Context: an optimization exercise on an open-source flow, tuned for small area. The choices shown serve that exercise and are no tape-out recipe. Where RTL was checked, it was by simulation tests only, not by an equivalence proof against the original. Power and IR drop assume default switching activity.

the reference run:
// firfilt
module firfilt (sig_in, sig_out, clk, rst);
  input signed [15:0] sig_in;
  output signed [15:0] sig_out;
  input clk;
  input rst;
  reg signed [15:0] sig_out;
  reg [15:0] d0;   
  reg [15:0] d1;   
  reg [15:0] d2;   
  reg [15:0] d3;   
  reg [15:0] d4;   
  reg [15:0] d5;   
  reg [15:0] d6;   
  reg [15:0] d7;   
  reg [15:0] d8;   
  reg [15:0] d9;   
  reg [15:0] d10;   
  reg [15:0] d11;   
  reg [15:0] d12;   
  reg [15:0] d13;   
  reg [15:0] d14;   
  reg [15:0] d15;   
  reg [15:0] d16;   
  reg [15:0] d17;   
  reg [15:0] d18;   
  reg [15:0] d19;   
  reg [15:0] d20;   
  reg [15:0] d21;   
  reg [15:0] d22;   
  reg [15:0] d23;   
  reg [15:0] d24;   
  reg [15:0] d25;   
  reg [15:0] d26;   
  reg [15:0] d27;   
  reg [15:0] d28;   
  reg [15:0] d29;   
  reg [15:0] d30;   
  reg [15:0] d31;   
  reg [15:0] d32;   
  wire [15:0] sum;
  always @(posedge clk) begin
    d0 <= rst ? 16'hffff : ~sig_in;
    d1 <= rst ? 16'h0000 : ~d0;
    d2 <= rst ? 16'hffff : ~d1;
    d3 <= rst ? 16'h0000 : ~d2;
    d4 <= rst ? 16'hffff : ~d3;
    d5 <= rst ? 16'h0000 : ~d4;
    d6 <= rst ? 16'hffff : ~d5;
    d7 <= rst ? 16'h0000 : ~d6;
    d8 <= rst ? 16'hffff : ~d7;
    d9 <= rst ? 16'h0000 : ~d8;
    d10 <= rst ? 16'hffff : ~d9;
    d11 <= rst ? 16'h0000 : ~d10;
    d12 <= rst ? 16'hffff : ~d11;
    d13 <= rst ? 16'h0000 : ~d12;
    d14 <= rst ? 16'hffff : ~d13;
    d15 <= rst ? 16'h0000 : ~d14;
    d16 <= rst ? 16'hffff : ~d15;
    d17 <= rst ? 16'h0000 : ~d16;
    d18 <= rst ? 16'hffff : ~d17;
    d19 <= rst ? 16'h0000 : ~d18;
    d20 <= rst ? 16'hffff : ~d19;
    d21 <= rst ? 16'h0000 : ~d20;
    d22 <= rst ? 16'hffff : ~d21;
    d23 <= rst ? 16'h0000 : ~d22;
    d24 <= rst ? 16'hffff : ~d23;
    d25 <= rst ? 16'h0000 : ~d24;
    d26 <= rst ? 16'hffff : ~d25;
    d27 <= rst ? 16'h0000 : ~d26;
    d28 <= rst ? 16'hffff : ~d27;
    d29 <= rst ? 16'h0000 : ~d28;
    d30 <= rst ? 16'hffff : ~d29;
    d31 <= rst ? 16'h0000 : ~d30;
    d32 <= rst ? 16'hffff : ~d31;
    sig_out <= rst ? 16'h0000 : sum;
  end
  wire n0, n1;
  ha un0 (.a(d0[0]), .b(d32[0]), .s(n0), .co(n1));
  wire n2, n3;
  fa un2 (.a(d0[1]), .b(d32[1]), .c(n1), .s(n2), .co(n3));
  wire n4, n5;
  fa un4 (.a(d0[2]), .b(d32[2]), .c(n3), .s(n4), .co(n5));
  wire n6, n7;
  fa un6 (.a(d0[3]), .b(d32[3]), .c(n5), .s(n6), .co(n7));
  wire n8, n9;
  ...
clock: 14.0 ns
lec_check: 0
abc_area: 1
cap_margin: 20
core_margin: 2
core_utilization: 55
cts_buf_list: sky130_fd_sc_hd__clkbuf_4 sky130_fd_sc_hd__clkbuf_8
cts_cluster_diameter: 50
cts_cluster_size: 25
slew_margin: 20
synth_hierarchical: 1
run.sh (not shown) runs the stock make flow with config.mk's settings and CLKGATE_MAP_FILE= SYNTH_SCRIPT=/design/flow/synth_recipe.tcl, a recipe that flattens the netlist after the stock synthesis.
Relative to the reference run, the following input files were edited for the trial run:
- CTS_BUF_LIST now sky130_fd_sc_hd__clkbuf_8, was sky130_fd_sc_hd__clkbuf_4 sky130_fd_sc_hd__clkbuf_8
- CTS_CLUSTER_DIAMETER now 35, was 50
- CTS_CLUSTER_SIZE now 16, was 25
Results
- Final cell count, the trial run and the reference run: lower on the reference run
- Compared the reference run against the trial run; maximum frequency within noise.
- The final reports for the trial run and the reference run show via count higher in the former.
- Re gate count after technology mapping: no difference whatsoever between the reference run and the trial run.
- In the reports for the trial run and the reference run, the smaller worst-margin pin slew belongs to the trial run.
- [diff] overall power of the completed layout, the trial run relative to the reference run: regression
- | detailed-routing iteration count for the pre-antenna-repair pass | the trial run vs the reference run | 2 higher |
- Re post-synthesis to final-layout area growth: the trial run is 1.8 points up on the reference run.
- Compare the trial run and the reference run | sequential share of layout area higher: the reference run
- The utilization number comes out higher for the trial run vs the reference run.
Function was not checked in any run of this note: the RTL went through the layout flow alone.

Setup of the previous run:
Another version of the RTL of firfilt (not shown whole).
For scale: roughly 2500 cells after synthesis, roughly 540 flip-flops, about 34 I/O pins.
clock: 14.0 ns
lec_check: 0
abc_area: 1
cap_margin: 20
core_margin: 2
core_utilization: 65
gpl_timing_driven: 0
slew_margin: 20
synth_hierarchical: 1
Inputs modified between the previous run and the current run:
Settings: GPL_TIMING_DRIVEN no longer set, was 0; CORE_UTILIZATION now 55, was 65.
==> comparison <==
- Diff the previous run -> the current run: number of combinational gates with multiple inputs flat; portion of total power attributed to the clock network down 0.2 points.
- Die outline area deteriorates in the current run relative to the previous run.
- The current run: leakage power total 0.00020 µW below the previous run
- Of the current run and the previous run, it is the current run that has the lower placer congestion estimate.
- The previous run → the current run: final non-filler cell area saw a decrease; global routing met3 resource utilization has decreased.

Setup of run A:
firfilt, a different RTL version from the one above (not shown whole).
Size in the first run: ~34 I/O pins, roughly 35000 µm² of cells after synthesis.
==> flow/design.v (excerpt) <==
module firfilt (sig_in, sig_out, clk, rst);
  input signed [15:0] sig_in;
  output signed [15:0] sig_out;
  input clk;
  input rst;
  reg signed [15:0] sig_out;
  reg [15:0] d0;   
  reg [15:0] d1;   
  reg [15:0] d2;   
  reg [15:0] d3;   
  reg [15:0] d4;   
  reg [15:0] d5;   
  reg [15:0] d6;   
  reg [15:0] d7;   
  reg [15:0] d8;   
  reg [15:0] d9;   
  reg [15:0] d10;   
  reg [15:0] d11;   
  reg [15:0] d12;   
  reg [15:0] d13;   
  reg [15:0] d14;   
  reg [15:0] d15;   
  reg [15:0] d16;   
  reg [15:0] d17;   
  reg [15:0] d18;   
  reg [15:0] d19;   
  reg [15:0] d20;   
  reg [15:0] d21;   
  reg [15:0] d22;   
  reg [15:0] d23;   
  reg [15:0] d24;   
  reg [15:0] d25;   
  reg [15:0] d26;   
  reg [15:0] d27;   
  reg [15:0] d28;   
  reg [15:0] d29;   
  reg [15:0] d30;   
  reg [15:0] d31;   
  reg [15:0] d32;   
  wire [15:0] sum;
  always @(posedge clk) begin
    d0 <= rst ? 16'hffff : ~sig_in;
    d1 <= rst ? 16'h0000 : ~d0;
    d2 <= rst ? 16'hffff : ~d1;
    d3 <= rst ? 16'h0000 : ~d2;
    d4 <= rst ? 16'hffff : ~d3;
    d5 <= rst ? 16'h0000 : ~d4;
    d6 <= rst ? 16'hffff : ~d5;
    d7 <= rst ? 16'h0000 : ~d6;
    d8 <= rst ? 16'hffff : ~d7;
    d9 <= rst ? 16'h0000 : ~d8;
    d10 <= rst ? 16'hffff : ~d9;
    d11 <= rst ? 16'h0000 : ~d10;
    d12 <= rst ? 16'hffff : ~d11;
  ...
export LEC_CHECK = 0
export ABC_AREA = 1
export CAP_MARGIN = 0
export CORE_MARGIN = 2
export CORE_UTILIZATION = 65
export SLEW_MARGIN = 0
export SYNTH_HIERARCHICAL = 1
export CTS_ARGS = -sink_clustering_enable -repair_clock_nets -dont_use_dummy_load -sink_clustering_size 20 -sink_clustering_max_diameter 40 -buf_list {sky130_fd_sc_hd__clkbuf_8}
export BUFFER_PORTS_ARGS = -buffer_cell sky130_fd_sc_hd__buf_1
create_clock -name core_clock -period 14.0 [get_ports {clk}]
standard.sh (not shown) runs the stock make flow with config.mk's settings and CLKGATE_MAP_FILE= SYNTH_SCRIPT=/design/flow/synth_recipe.tcl, a recipe that flattens the netlist after the stock synthesis.
==> flow/flow/run.sh <==
#!/bin/bash
# Own flow: the standard layout (standard.sh), with CTS told not to add dummy
# loads and the port buffers made with the smallest buffer cell.
set -e
cp standard.sh standard_sh.log
cp config.mk config_mk_orig.log
cat >> config.mk <<'EOC'
export CTS_ARGS = -sink_clustering_enable -repair_clock_nets -dont_use_dummy_load -sink_clustering_size 20 -sink_clustering_max_diameter 40 -buf_list {sky130_fd_sc_hd__clkbuf_8}
export BUFFER_PORTS_ARGS = -buffer_cell sky130_fd_sc_hd__buf_1
EOC
bash standard.sh > standard.log 2>&1
Inputs modified between run A and run B:
- CTS_CLUSTER_DIAMETER now 50, previously not set
- CAP_MARGIN now 20, was 0
- CORE_UTILIZATION now 55, was 65
- SLEW_MARGIN now 20, was 0
- CTS_CLUSTER_SIZE now 25, previously not set
- CTS_BUF_LIST now sky130_fd_sc_hd__clkbuf_4 sky130_fd_sc_hd__clkbuf_8, previously not set
## What came out
Delta (run B minus run A): leakage dissipation now sits higher; final period demand of the worst path now sits lower. A layer with the highest usage after global routing of met2 is what run B shows, while met1 belongs to run A. On top achievable clock speed, run A and run B are basically level. | worst hold slack | run B vs run A | ≈ equal |.
Here is what was changed in the inputs of run C compared with run B.
- CTS_ARGS changed from -sink_clustering_enable -repair_clock_nets -dont_use_dummy_load -sink_clustering_size 20 -sink_clustering_max_diameter 40 -buf_list {sky130_fd_sc_hd__clkbuf_8} to -sink_clustering_enable -repair_clock_nets -dont_use_dummy_load -sink_clustering_size 18 -sink_clustering_max_diameter 45 -buf_list {sky130_fd_sc_hd__clkbuf_8 sky130_fd_sc_hd__clkbuf_16}
==> flow/flow/run.sh <==
#!/bin/bash
# Own flow: the standard layout (standard.sh), with CTS told not to add dummy
# loads and the port buffers made with the smallest buffer cell.
set -e
cp standard.sh standard_sh.log
cp config.mk config_mk_orig.log
cat >> config.mk <<'EOC'
export CTS_ARGS = -sink_clustering_enable -repair_clock_nets -dont_use_dummy_load -sink_clustering_size 18 -sink_clustering_max_diameter 45 -buf_list {sky130_fd_sc_hd__clkbuf_8 sky130_fd_sc_hd__clkbuf_16}
export BUFFER_PORTS_ARGS = -buffer_cell sky130_fd_sc_hd__buf_1
EOC
bash standard.sh > standard.log 2>&1
==> results.txt <==
Run B and run C ended up with roughly the same portion of the layout cell area used by non-clock buffers.
Measured against each other, run B and run C differ in post-synthesis to final-layout area growth, the lower figure coming from run B.
Power: run C draws more than run B
Number of buffers outside the clock class in the layout: run B vs run C identical

Another version of the RTL of firfilt (not shown whole).
Size: about 2400 cells after synthesis.
// firfilt
module firfilt (sig_in, sig_out, clk, rst);
  input signed [15:0] sig_in;
  output signed [15:0] sig_out;
  input clk;
  input rst;
  reg signed [15:0] sig_out;
  reg [15:0] d0;   
  reg [15:0] d1;   
  reg [15:0] d2;   
  reg [15:0] d3;   
  reg [15:0] d4;   
  reg [15:0] d5;   
  reg [15:0] d6;   
  reg [15:0] d7;   
  reg [15:0] d8;   
  reg [15:0] d9;   
  reg [15:0] d10;   
  reg [15:0] d11;   
  reg [15:0] d12;   
  reg [15:0] d13;   
  reg [15:0] d14;   
  reg [15:0] d15;   
  reg [15:0] d16;   
  reg [15:0] d17;   
  reg [15:0] d18;   
  reg [15:0] d19;   
  reg [15:0] d20;   
  reg [15:0] d21;   
  reg [15:0] d22;   
  reg [15:0] d23;   
  reg [15:0] d24;   
  reg [15:0] d25;   
  reg [15:0] d26;   
  reg [15:0] d27;   
  reg [15:0] d28;   
  reg [15:0] d29;   
  reg [15:0] d30;   
  reg [15:0] d31;   
  reg [15:0] d32;   
  wire [15:0] sum;
  always @(posedge clk) begin
  ...
clock: 14.0 ns
lec_check: 0
abc_area: 1
cap_margin: 0
core_margin: 2
core_utilization: 75
slew_margin: 0
synth_hierarchical: 1
cts_args: -sink_clustering_enable -repair_clock_nets -dont_use_dummy_load -sink_clustering_size 30 -sink_clustering_max_diameter 60 -buf_list {sky130_fd_sc_hd__clkbuf_16}
buffer_ports_args: -buffer_cell sky130_fd_sc_hd__buf_1
==> flow/flow/run.sh <==
#!/bin/bash
# Own flow: the standard layout (standard.sh), with CTS told not to add dummy
# loads and the port buffers made with the smallest buffer cell.
set -e
cp standard.sh standard_sh.log
cp config.mk config_mk_orig.log
cat >> config.mk <<'EOC'
export CTS_ARGS = -sink_clustering_enable -repair_clock_nets -dont_use_dummy_load -sink_clustering_size 30 -sink_clustering_max_diameter 60 -buf_list {sky130_fd_sc_hd__clkbuf_16}
export BUFFER_PORTS_ARGS = -buffer_cell sky130_fd_sc_hd__buf_1
EOC
bash standard.sh > standard.log 2>&1
Next try:
--- a/flow/flow/run.sh
+++ b/flow/flow/run.sh
@@ -7,3 +7,3 @@
 cat >> config.mk <<'EOC'
-export CTS_ARGS = -sink_clustering_enable -repair_clock_nets -dont_use_dummy_load -sink_clustering_size 30 -sink_clustering_max_diameter 60 -buf_list {sky130_fd_sc_hd__clkbuf_16}
+export CTS_ARGS = -sink_clustering_enable -repair_clock_nets -dont_use_dummy_load -sink_clustering_size 34 -sink_clustering_max_diameter 64 -buf_list {sky130_fd_sc_hd__clkbuf_16}
 export BUFFER_PORTS_ARGS = -buffer_cell sky130_fd_sc_hd__buf_1
Settings changed: CORE_UTILIZATION 75 to 65, CTS_ARGS -sink_clustering_enable -repair_clock_nets -dont_use_dummy_load -sink_clustering_size 30 -sink_clustering_max_diameter 60 -buf_list {sky130_fd_sc_hd__clkbuf_16} to -sink_clustering_enable -repair_clock_nets -dont_use_dummy_load -sink_clustering_size 34 -sink_clustering_max_diameter 64 -buf_list {sky130_fd_sc_hd__clkbuf_16}.
Result: The changed run completed without violations. Combinational power hardly moves. Final cell count came out higher by about 2.6%. Utilization is lower by 11 points.
Next try:
--- a/flow/flow/run.sh
+++ b/flow/flow/run.sh
@@ -7,3 +7,3 @@
 cat >> config.mk <<'EOC'
-export CTS_ARGS = -sink_clustering_enable -repair_clock_nets -dont_use_dummy_load -sink_clustering_size 34 -sink_clustering_max_diameter 64 -buf_list {sky130_fd_sc_hd__clkbuf_16}
+export CTS_ARGS = -sink_clustering_enable -repair_clock_nets -dont_use_dummy_load -sink_clustering_size 30 -sink_clustering_max_diameter 60 -buf_list {sky130_fd_sc_hd__clkbuf_16}
 export BUFFER_PORTS_ARGS = -buffer_cell sky130_fd_sc_hd__buf_1
Settings changed: CTS_ARGS -sink_clustering_enable -repair_clock_nets -dont_use_dummy_load -sink_clustering_size 34 -sink_clustering_max_diameter 64 -buf_list {sky130_fd_sc_hd__clkbuf_16} to -sink_clustering_enable -repair_clock_nets -dont_use_dummy_load -sink_clustering_size 30 -sink_clustering_max_diameter 60 -buf_list {sky130_fd_sc_hd__clkbuf_16}.
Result: The new run finished with timing, DRC and antenna clean. Flip-flop and latch count does not change. Worst setup slack loses 0.021 ns. Power came out higher by a few percent. Global-route usage went up by 0.46 points. Critical path depth stays the same. Wire length climbs slightly. Sequential power hardly moves. Final area came out higher slightly. Worst hold slack loses 0.032 ns. Clock-buffer cell count came out higher by 7.

firfilt, a different RTL version from the one above (not shown whole).
Size: ~540 flip-flops, about 34 I/O pins, roughly 0.035 mm² of cells after synthesis.
clock: 14.0 ns
lec_check: 0
abc_area: 1
cap_margin: 0
core_margin: 2
core_utilization: 65
slew_margin: 0
synth_hierarchical: 1
cts_args: -sink_clustering_enable -repair_clock_nets -dont_use_dummy_load -sink_clustering_size 30 -sink_clustering_max_diameter 60 -buf_list {sky130_fd_sc_hd__clkbuf_16}
buffer_ports_args: -buffer_cell sky130_fd_sc_hd__buf_1
==> flow/flow/run.sh <==
#!/bin/bash
# Own flow: the standard layout (standard.sh), with CTS told not to add dummy
# loads and the port buffers made with the smallest buffer cell.
set -e
cp standard.sh standard_sh.log
cp config.mk config_mk_orig.log
cat >> config.mk <<'EOC'
export CTS_ARGS = -sink_clustering_enable -repair_clock_nets -dont_use_dummy_load -sink_clustering_size 30 -sink_clustering_max_diameter 60 -buf_list {sky130_fd_sc_hd__clkbuf_16}
export BUFFER_PORTS_ARGS = -buffer_cell sky130_fd_sc_hd__buf_1
EOC
bash standard.sh > standard.log 2>&1
Rerun with:
--- a/flow/flow/run.sh
+++ b/flow/flow/run.sh
@@ -8 +8 @@
-export CTS_ARGS = -sink_clustering_enable -repair_clock_nets -dont_use_dummy_load -sink_clustering_size 30 -sink_clustering_max_diameter 60 -buf_list {sky130_fd_sc_hd__clkbuf_16}
+export CTS_ARGS = -sink_clustering_enable -repair_clock_nets -dont_use_dummy_load -sink_clustering_size 20 -sink_clustering_max_diameter 40 -buf_list {sky130_fd_sc_hd__clkbuf_8}
CTS_ARGS = -sink_clustering_enable -repair_clock_nets -dont_use_dummy_load -sink_clustering_size 20 -sink_clustering_max_diameter 40 -buf_list {sky130_fd_sc_hd__clkbuf_8}   (was -sink_clustering_enable -repair_clock_nets -dont_use_dummy_load -sink_clustering_size 30 -sink_clustering_max_diameter 60 -buf_list {sky130_fd_sc_hd__clkbuf_16})
Outcome: The changed run went through all stages and came out clean. Wire length came out higher by 0.88%. Power came out higher by 1.0%. Sequential power stays flat. Die area does not change. Combinational power stays flat. Core utilization came out higher by 0.27 points. Area after synthesis stays the same. Setup slack got worse by 0.036 ns. Count of clock-buffer cells in the layout came out higher by 38.

## separate check: timing with driven ports
The flow's constraints put no driver on any port. The routed layouts listed below were extracted and timed again, unchanged, in two steps.
Step 1 assumes that a clkbuf_16 drives the clock port and a buf_2 every other input.
Step 2 also shifts input and output timing later by t, the mid clock arrival at the registers, as if the neighbouring blocks saw the same clock.
Slacks: no drivers / after step 1 / after step 2; pairs: no drivers / after step 1.
| run | t (ns) | slack for setup (ns) | clock arrival spread, ns | worst slew at a driven data input, ns |
|---|---|---|---|---|
| the reference run | 0.744 | 0.748 / 0.748 / 0.748 | 0.066 / 0.066 | 0.05 |
| the trial run | 0.762 | 0.771 / 0.771 / 0.771 | 0.027 / 0.027 | 0.05 |
| the previous run | 0.674 | 0.321 / 0.321 / 0.321 | 0.032 / 0.031 | 0.05 |
| the current run | 0.691 | 0.757 / 0.757 / 0.757 | 0.029 / 0.029 | 0.05 |
| run A | 0.678 | 0.367 / 0.367 / 0.367 | 0.104 / 0.104 | 0.05 |
| run B | 0.703 | 0.382 / 0.382 / 0.382 | 0.084 / 0.084 | 0.04 |
| run C | 0.677 | 0.268 / 0.268 / 0.268 | 0.089 / 0.088 | 0.04 |
| the first run of note 4 | 0.630 | 0.282 / 0.282 / 0.282 | 0.096 / 0.096 | 0.05 |
| the second run of note 4 | 0.651 | 0.429 / 0.429 / 0.429 | 0.093 / 0.092 | 0.06 |
| the third run of note 4 | 0.625 | 0.408 / 0.408 / 0.408 | 0.104 / 0.103 | 0.06 |
| the first run of note 5 | 0.604 | 0.405 / 0.405 / 0.405 | 0.122 / 0.122 | 0.04 |
| the second run of note 5 | 0.690 | 0.369 / 0.369 / 0.369 | 0.151 / 0.151 | 0.04 |
After both steps setup and hold are still met in every run listed.
